What follows belongs to an exercise in optimizing a design on an open flow for small area, a short achievable clock period and few clock cycles per item; a production flow would make more cautious choices. Only simulation tests tie the RTL to the original design; equivalence was not proved.

==> flow/design.v <==
module MulDiv(input clk, input reset,
    output io_req_ready,
    input  io_req_valid,
    input [3:0] io_req_bits_fn,
    input  io_req_bits_dw,
    input [63:0] io_req_bits_in1,
    input [63:0] io_req_bits_in2,
    input [4:0] io_req_bits_tag,
    input  io_kill,
    input  io_resp_ready,
    output io_resp_valid,
    output[63:0] io_resp_bits_data,
    output[4:0] io_resp_bits_tag
);
  localparam S_IDLE = 3'd0, S_MUL = 3'd1, S_MFIN = 3'd2, S_MCOR = 3'd3,
             S_NORM = 3'd4, S_DIV = 3'd5, S_FIX = 3'd6, S_DONE = 3'd7;
  reg [2:0] state;
  reg [65:0] R;      
  reg [65:0] C;      
  reg [64:0] D;      
  reg [63:0] Q;      
  reg [6:0] cnt;
  reg [4:0] tag;
  reg cl;            
  reg [3:0] bOne, bTwo, bNeg;    
  reg isHi, isW, mulW, corr, negA, negB, cinR, outQ, needFix;
  reg [6:0] la, lb;  
  wire [3:0] fn = io_req_bits_fn;
  wire dw = io_req_bits_dw;
  wire cmdMul = fn[3] | ~fn[2];
  wire cmdHi = ((fn & 4'h5) == 4'h1) | fn[1] | fn[3];
  wire rhsSigned = ((fn & 4'h9) == 4'h0) | ~fn[2];
  wire lhsSigned = rhsSigned | ((fn & 4'h3) == 4'h0);
  wire [63:0] a_ext = dw ? io_req_bits_in1 : {{32{lhsSigned & io_req_bits_in1[31]}}, io_req_bits_in1[31:0]};
  wire [63:0] b_ext = dw ? io_req_bits_in2 : {{32{rhsSigned & io_req_bits_in2[31]}}, io_req_bits_in2[31:0]};
  wire sA = lhsSigned & a_ext[63];
  wire sB = rhsSigned & b_ext[63];
  function [6:0] bitlen;
    input [63:0] x;
    reg [31:0] v1, p1; reg [15:0] v2; reg [31:0] p2; reg [7:0] v3; reg [23:0] p3;
    reg [3:0] v4; reg [15:0] p4; reg [1:0] v5; reg [9:0] p5; reg [5:0] p6;
    integer i;
    begin
      for (i = 0; i < 32; i = i + 1) begin v1[i] = x[2*i+1] | x[2*i]; p1[i] = x[2*i+1]; end
      for (i = 0; i < 16; i = i + 1) begin
        v2[i] = v1[2*i+1] | v1[2*i];
        p2[2*i+1] = v1[2*i+1]; p2[2*i] = v1[2*i+1] ? p1[2*i+1] : p1[2*i];
      end
      for (i = 0; i < 8; i = i + 1) begin
        v3[i] = v2[2*i+1] | v2[2*i];
        p3[3*i+2] = v2[2*i+1]; p3[3*i+:2] = v2[2*i+1] ? p2[4*i+2+:2] : p2[4*i+:2];
      end
      for (i = 0; i < 4; i = i + 1) begin
        v4[i] = v3[2*i+1] | v3[2*i];
        p4[4*i+3] = v3[2*i+1]; p4[4*i+:3] = v3[2*i+1] ? p3[6*i+3+:3] : p3[6*i+:3];
      end
      for (i = 0; i < 2; i = i + 1) begin
        v5[i] = v4[2*i+1] | v4[2*i];
        p5[5*i+4] = v4[2*i+1]; p5[5*i+:4] = v4[2*i+1] ? p4[8*i+4+:4] : p4[8*i+:4];
      end
      p6 = {v5[1], v5[1] ? p5[9:5] : p5[4:0]};
      bitlen = (v5[1] | v5[0]) ? {1'b0, p6} + 7'd1 : 7'd0;
    end
  endfunction
  wire [6:0] laIn = bitlen(a_ext ^ {64{sA}}) + {6'd0, sA};
  wire [6:0] lbIn = bitlen(b_ext ^ {64{sB}});
  function [11:0] bdec;    
    input [8:0] mb;        
    integer k;
    reg b0, b1, b2;
    begin
      for (k = 0; k < 4; k = k + 1) begin
        b0 = mb[2*k]; b1 = mb[2*k+1]; b2 = mb[2*k+2];
        bdec[k] = b1 ^ b0;
        bdec[4+k] = (b2 & ~b1 & ~b0) | (~b2 & b1 & b0);
        bdec[8+k] = b2 & ~(b1 & b0);
      end
    end
  endfunction
  wire done = state == S_DONE;
  assign io_req_ready = (state == S_IDLE) | (done & io_resp_ready);
  assign io_resp_valid = done;
  wire fire = io_req_valid & io_req_ready;
  wire [66:0] Dx = {D[64], D[64], D};    
  reg [73:0] pp [0:3];
  reg [73:0] nk;
  integer k;
  always @* begin
    nk = 74'd0;
    nk[65] = 1'b1; nk[67] = 1'b1; nk[69] = 1'b1; nk[71] = 1'b1;    
    for (k = 0; k < 4; k = k + 1) begin : booth
      reg [66:0] mag, row;
      mag = Dx ^ {67{bNeg[k]}};
      row = ({67{bOne[k]}} & mag) | ({67{bTwo[k]}} & {mag[65:0], bNeg[k]});
      row[66] = ~row[66];
      pp[k] = {7'd0, row} << (2*k);
      nk[2*k] = bNeg[k];
    end
  end
  function [147:0] csa;    
    input [73:0] a, b, c;
    begin
      csa[73:0] = a ^ b ^ c;
      csa[147:74] = {((a & b) | (a & c) | (b & c)), 1'b0};
    end
  endfunction
  wire [147:0] l1a = csa({8'd0, R}, {8'd0, C}, nk);
  wire [147:0] l1b = csa(pp[0], pp[1], pp[2]);
  wire [147:0] l2a = csa(l1a[73:0], l1a[147:74], pp[3]);
  wire [147:0] l3a = csa(l2a[73:0], l2a[147:74], l1b[73:0]);
  wire [147:0] l4a = csa(l3a[73:0], l3a[147:74], l1b[147:74]);
  wire [73:0] S  = l4a[73:0];
  wire [73:0] Cy = l4a[147:74];
  wire [8:0] lowsum = {1'b0, S[7:0]} + {1'b0, Cy[7:0]} + {8'd0, cl};
  wire mulLast = mulW ? (cnt[2:0] == 3'd3) : (cnt[2:0] == 3'd7);
  function [65:0] add66;
    input [65:0] a, b;
    input ci;
    reg [66:0] g, p, G, P, G2, P2;
    integer i, d;
    begin
      g[0] = ci; p[0] = 1'b0;
      for (i = 0; i < 66; i = i + 1) begin g[i+1] = a[i] & b[i]; p[i+1] = a[i] ^ b[i]; end
      G = g; P = p;
      for (d = 1; d < 67; d = d * 2) begin
        G2 = G; P2 = P;
        for (i = 0; i < 67; i = i + 1)
          if ((i / d) % 2 == 1) begin
            G2[i] = G[i] | (P[i] & G[(i/d)*d - 1]);
            P2[i] = P[i] & P[(i/d)*d - 1];
          end
        G = G2; P = P2;
      end
      for (i = 0; i < 66; i = i + 1) add66[i] = p[i+1] ^ G[i];
    end
  endfunction
  wire [65:0] t = add66({2'b0, R[63:0]}, {D[64], D}, cinR);
  wire ge = ~t[64];
  wire [63:0] nIn = (state == S_FIX & outQ) ? Q : R[63:0];
  wire [63:0] nOut = 64'd0 - nIn;
  wire [6:0] sh = la - lb;
  wire bZero = D[63:0] == 64'd0;
  wire qZero = la < lb;
  wire [64:0] Dsh = D << sh;
  always @(posedge clk) begin
    if (reset) begin
      state <= S_IDLE;
    end else if (fire) begin
      state <= cmdMul ? S_MUL : S_NORM;
    end else if (io_kill) begin
      state <= S_IDLE;
    end else begin
      case (state)
        S_MUL:  if (mulLast) state <= isHi ? (corr ? S_MCOR : S_MFIN) : S_DONE;
        S_MCOR: state <= S_MFIN;
        S_MFIN: state <= S_DONE;
        S_NORM: if (bZero | qZero) state <= (isHi ? negA : 1'b0) ? S_FIX : S_DONE;
                else state <= S_DIV;
        S_DIV:  if (cnt == 7'd0) state <= needFix ? S_FIX : S_DONE;
        S_FIX:  state <= S_DONE;
        S_DONE: if (io_resp_ready) state <= S_IDLE;
        default: state <= S_IDLE;
      endcase
    end
    if (fire) begin
      tag <= io_req_bits_tag;
      isHi <= cmdHi;
      isW <= ~dw;
      mulW <= cmdMul & ~dw;
      corr <= cmdMul & cmdHi & ~rhsSigned & io_req_bits_in2[63];
      negA <= sA;
      negB <= sB;
      cinR <= ~sB;
      la <= laIn;
      lb <= lbIn;
      needFix <= ~cmdMul & (cmdHi ? sA : (sA ^ sB));
      outQ <= ~cmdHi;
      cnt <= 7'd0;
      cl <= 1'b0;
      {bNeg, bTwo, bOne} <= bdec({io_req_bits_in2[7:0], 1'b0});
      if (cmdMul) begin
        R <= 66'h20000000000000000;    
        C <= 66'd0;
        D <= {lhsSigned & io_req_bits_in1[63], io_req_bits_in1};
      end else begin
        R <= {2'b0, a_ext};
        D <= {sB, b_ext};
      end
      Q <= io_req_bits_in2;
    end else begin
      case (state)
        S_MUL: begin
          R <= S[73:8];
          C <= Cy[73:8];
          Q <= {lowsum[7:0], Q[63:8]};
          cl <= lowsum[8];
          cinR <= lowsum[8];
          if (mulLast & ~corr) D <= Cy[72:8];
          {bNeg, bTwo, bOne} <= bdec(Q[15:7]);
          cnt <= cnt + 7'd1;
        end
        S_MCOR: begin
          R <= {2'b0, t[63:0]};
          D <= C[64:0];
          cinR <= 1'b0;
        end
        S_MFIN: begin
          R <= {2'b0, t[63:0]};
        end
        S_NORM: begin
          if (negA) R <= {2'b0, nOut};
          D <= negB ? Dsh : ~Dsh;
          cnt <= sh;
          Q <= {64{bZero}};
          if (bZero) needFix <= ~outQ & negA;
        end
        S_DIV: begin
          if (ge) R <= {2'b0, t[63:0]};
          Q <= {Q[62:0], ge};
          D <= {D[64], D[64:1]};
          cnt <= cnt - 7'd1;
        end
        S_FIX: begin
          R <= {2'b0, nOut};
          outQ <= 1'b0;
        end
        default: ;
      endcase
    end
  end
  wire [63:0] Qf = Q;
  wire [63:0] x = outQ ? Qf : R[63:0];
  wire [31:0] x32 = mulW ? Qf[63:32] : x[31:0];
  assign io_resp_bits_data = isW ? {{32{x32[31]}}, x32} : x;
  assign io_resp_bits_tag = tag;
endmodule
==> flow/run.sh <==
#!/bin/bash
# synth_recipe.tcl (not shown) runs the flow's synth.tcl, then flattens the netlist and writes it again
# the make line also repeats each setting of config.mk as NAME=value (left out here)
make -C /OpenROAD-flow-scripts/flow DESIGN_CONFIG=/design/flow/config.mk WORK_HOME=/design/flow/orfs CLKGATE_MAP_FILE= SYNTH_SCRIPT=/design/flow/synth_recipe.tcl finish
==> flow/config.mk <==
export PLATFORM = sky130hd
export DESIGN_NAME = MulDiv
export DESIGN_NICKNAME = MulDiv
export VERILOG_FILES = /design/flow/design.v
export SDC_FILE = /design/flow/constraint.sdc
export NUM_CORES = 4
export LEC_CHECK = 0
export CAP_MARGIN = 20
export CORE_MARGIN = 2
export CORE_UTILIZATION = 55
export PLACE_DENSITY = 0.65
export SETUP_SLACK_MARGIN = 5
export SLEW_MARGIN = 20
==> flow/constraint.sdc <==
create_clock -name core_clock -period 10.0 [get_ports {clk}]
set_input_delay 2.0000 -clock core_clock [delete_from_list [all_inputs] [get_ports {clk}]]
set_output_delay 2.0000 -clock core_clock [all_outputs]
set_load 0.01 [all_outputs]
==> run notes <==
## per-layer routing
metal  wire (um)  up-vias  GRT usage
li1            -    21311          -
met1       82800    24912      0.656
met2       96000     5168      0.731
met3       41200     1222      0.227
met4       22500       24      0.368
met5         526        -     0.0373
## kinds of logic after synthesis
family                   Yosys count  share of synthesized area
multiplexers                     293                     0.0814
AO/OA/AOI/OAI                   1970                      0.289
adder cells (fa/ha/maj)          443                      0.161
flip-flops                       311                      0.196
buffers and inverters           1071                     0.0859
AND/OR/NAND/NOR                 1530                      0.152
XOR/XNOR                         188                     0.0349
## registers in the layout, indices dropped and copies added, names as in the netlist, 3 cells and up
register and cells:
R 66, C 65, D 65, Q 64, cnt 7, la 7, lb 7, tag 5
bNeg 4, bOne 4, bTwo 4, state 3
## stage by stage
stage                     utilization  worst slack [ps]  cells
final                           0.616              4900   6818
after global routing            0.616              4970   6805
after CTS                       0.607              5000   6766
after detailed placement        0.582              3240   6644
after global placement          0.582              3390   6644
after floorplan                     -              5000   5806
## cell usage in the layout (no fill, tap or decap), types with 18 or more instances in the layout
cell type | synthesis | routed
nor2b_1 | 39 | 38
inv_1 | 422 | 413
clkbuf_16 | 0 | 44
a21oi_1 | 412 | 402
buf_6 | 1 | 23
ha_1 | 172 | 170
nand3_1 | 116 | 115
edfxtp_1 | 300 | 300
nand4_1 | 49 | 49
nor2_1 | 348 | 338
or3_1 | 31 | 31
a221oi_1 | 64 | 62
o221ai_1 | 216 | 216
xor2_1 | 59 | 56
and2_1 | 79 | 76
a21o_1 | 23 | 23
mux2i_1 | 210 | 205
a221o_1 | 255 | 255
nor4_1 | 46 | 41
a31oi_1 | 36 | 35
nand2_1 | 577 | 564
o22ai_1 | 118 | 118
nand2b_1 | 25 | 24
a211oi_1 | 54 | 47
o21a_1 | 21 | 20
o211ai_1 | 103 | 103
mux4_2 | 70 | 70
clkdlybuf4s50_1 | 0 | 174
xnor2_1 | 129 | 119
buf_4 | 1 | 164
o21ai_0 | 460 | 446
nor3_1 | 105 | 98
fa_1 | 271 | 270
and3_1 | 37 | 34
nand3b_1 | 18 | 18
## worst register-to-register path, delay by kind of cell (launching register included)
kind / cells / cell delay (ps)
XOR/XNOR: 1 / 170
flip-flops: 1 / 430
AND/OR/NAND/NOR: 2 / 480
adder cells (fa/ha/maj): 1 / 510
AO/OA/AOI/OAI: 6 / 2550
buffers and inverters: 3 / 690
## worst max-delay path by stage
stage	endpoint	cells past startpoint	from
floorplan	Q[0]	7	io_resp_ready
global placement	R[7]	16	D[10]
detailed placement	R[7]	16	D[2]
CTS	R[57]	15	D[2]
global route	R[35]	18	D[51]
finish	D[54]	13	lb[2]
## layout make-up
type / count / share of cell area
Sequential cell: 311 / 0.176
Multi-Input combinational cell: 4425 / 0.662
Antenna cell: 16 / 0.000765
Clock inverter: 28 / 0.00559
Timing Repair Buffer: 418 / 0.0760
Clock buffer: 50 / 0.0206
Inverter: 426 / 0.0310
Tap cell: 1144 / 0.0273
## what timing repair did
item                                    CTS  global route
hold buffers                              0             0
buffers inserted                         43            34
resized for setup                       127           101
pin swaps                                 9            13
endpoints found under the setup margin  326           193
cloned                                    1             2
==> metrics.yaml <==
synth:
  ys_types: 94
  synthTopCellsByCount: "nand2_1, clkbuf_1, o21ai_0"
  ys_seq_elements: 311
  syn-instance-count: 5806
  synth_area_leaders: "edfxtp_1, fa_1, a221o_1"
  ys.warnings.count: 2
  synth-seq-area-share: 0.196
  yosysMostFrequentCell: "nand2_1"
  synthFlopType: "edfxtp_1"
  synth_top_area_cell: "edfxtp_1"
  syn_avg_cell_area_um2: 8.12
  synth_top_area_frac: 0.191
  syn_area_um2: 47100
  synth_edf_count: 300
  syn-num-nets: 6392
  synthArstFlopShare: 0
critical_path:
  path_cells: "inv_1 -> ha_1 -> o21a_1 -> o21a_1 -> buf_4 -> o311a_1 -> nor2_2 -> buf_4 -> and3_1 -> a311oi_1 -> xnor2_1 -> a21oi_1 -> a21oi_1"
  critPathBufInv: 3
  path_class: "register to register"
  end_kind: "register"
  timing.rr.end: "D[54]"
  reg2reg_slack_ps: 4900
  worstPathRequired_ps: 10340
  cpMaxStageDelayCell: "a21oi_1"
  reg2regPathDepth: 13
  cp-start-kind: "register"
  critPathArrivalTime_ps: 5440
  regToRegStartpoint: "lb[2]"
  max_stage_delay_ps: 760
  path_delay_family: "compound AO/OA/AOI/OAI gates"
  cp_max_fo: 25
timing:
  fin_crit_ps: 5100
  skew_ps: 50.4
  rsz0062_at_grt: "false"
  setup_tns_ps: 0
  slew_headroom: 0.112
  max_freq_mhz: 196
  finalSetupViolations: 0
  tightest_slew_ps: 1320
  holdWs_ps: 504
  min_period_over_period: 0.510
  hold_viol_final: 0
  report.final.slew_viol_count: 0
detailed_routing:
  final_antenna_net_count: 0
  firstDrtPassIters: 15
  routed_wl_mm: 243
  routed-via-count: 52637
  via_per_inst: 7.72
  routedWlPerCell_um: 35.7
  drtIter0Drc: 10523
  post-route-drc-count: 0
placed_design:
  dpl.hpwl_mm: 172
  routabilityCongestion: 1.08
  port_buffers: 213
  dpl_cell_area_um2: 49400
cells_and_area:
  synthToLayoutAreaGrowth_pct: 11.1
  num-fill-cells: 7504
  stdcell_area_um2: 52400
  multi_input_area_um2: 34700
  seqCellArea_um2: 9230
  drive_above_1_share: 0.0916
  nets: 6210
grt:
  overflow: 0
  antenna_found_initial: 22
  grt_usage: 0.528
  grt_pass1_wl_mm: 345
  grt_pass1_vias: 48041
  grt_max_degree: 143
floorplan:
  die_w_um: 297
  die_height_um: 297
  core_area_um2: 85000
  initial_core_util: 0.554
  io_pins: 214
  dieArea_um2: 88000
  rows: 107
worst_hold_path:
  holdPathEnd: "cl"
  hold_path.class: "register to register"
  hp-start: "cl"
  worstHoldPathCells: 2
clocking:
  numCtsBuffers: 42
  cts-root-buf: "clkbuf_16"
  ctsHtreeMaxLevel: 2
  clockBufferDepth: 3
  clkSinkCount: 311
  clk_pin_slew_worst_paths_ps: 70
  clkLatencyLatePin_ps: 630
  tritoncts: "yes"
outcome:
  outcome: "no timing/DRC/antenna violations"
flow_run:
  max_cap_viol_count: 0
Testbench counts, summed over its fixed seeds: cycles 154,199, ops 16,000.

==> what the ideal ports hide <==
In the flow no input, the clock included, has a driving cell. The finished layout below was timed again as built, in two steps.
Step 1 assumes that a clkbuf_16 drives the clock port and a buf_2 every other input.
Step 2, shift: input delay + t, output delay - t, t = (earliest + latest rising clock arrival at the registers) / 2. This alone moves slack from input paths to output paths.
a / b / c = no drivers / after step 1 / after step 2; a / b = the first two.
shift t [ns]: 0.676
slack for setup (ns): 4.900 / 4.847 / 4.437
hold slack, ns: 0.504 / 0.504 / 0.504
worst setup path at the end: input to register
worst register clock-pin slew, ns: 0.07 / 0.07
After both steps this run still meets setup and hold. The setup slack of this run moves by -0.053 ns with the drivers and by -0.463 ns with both steps.
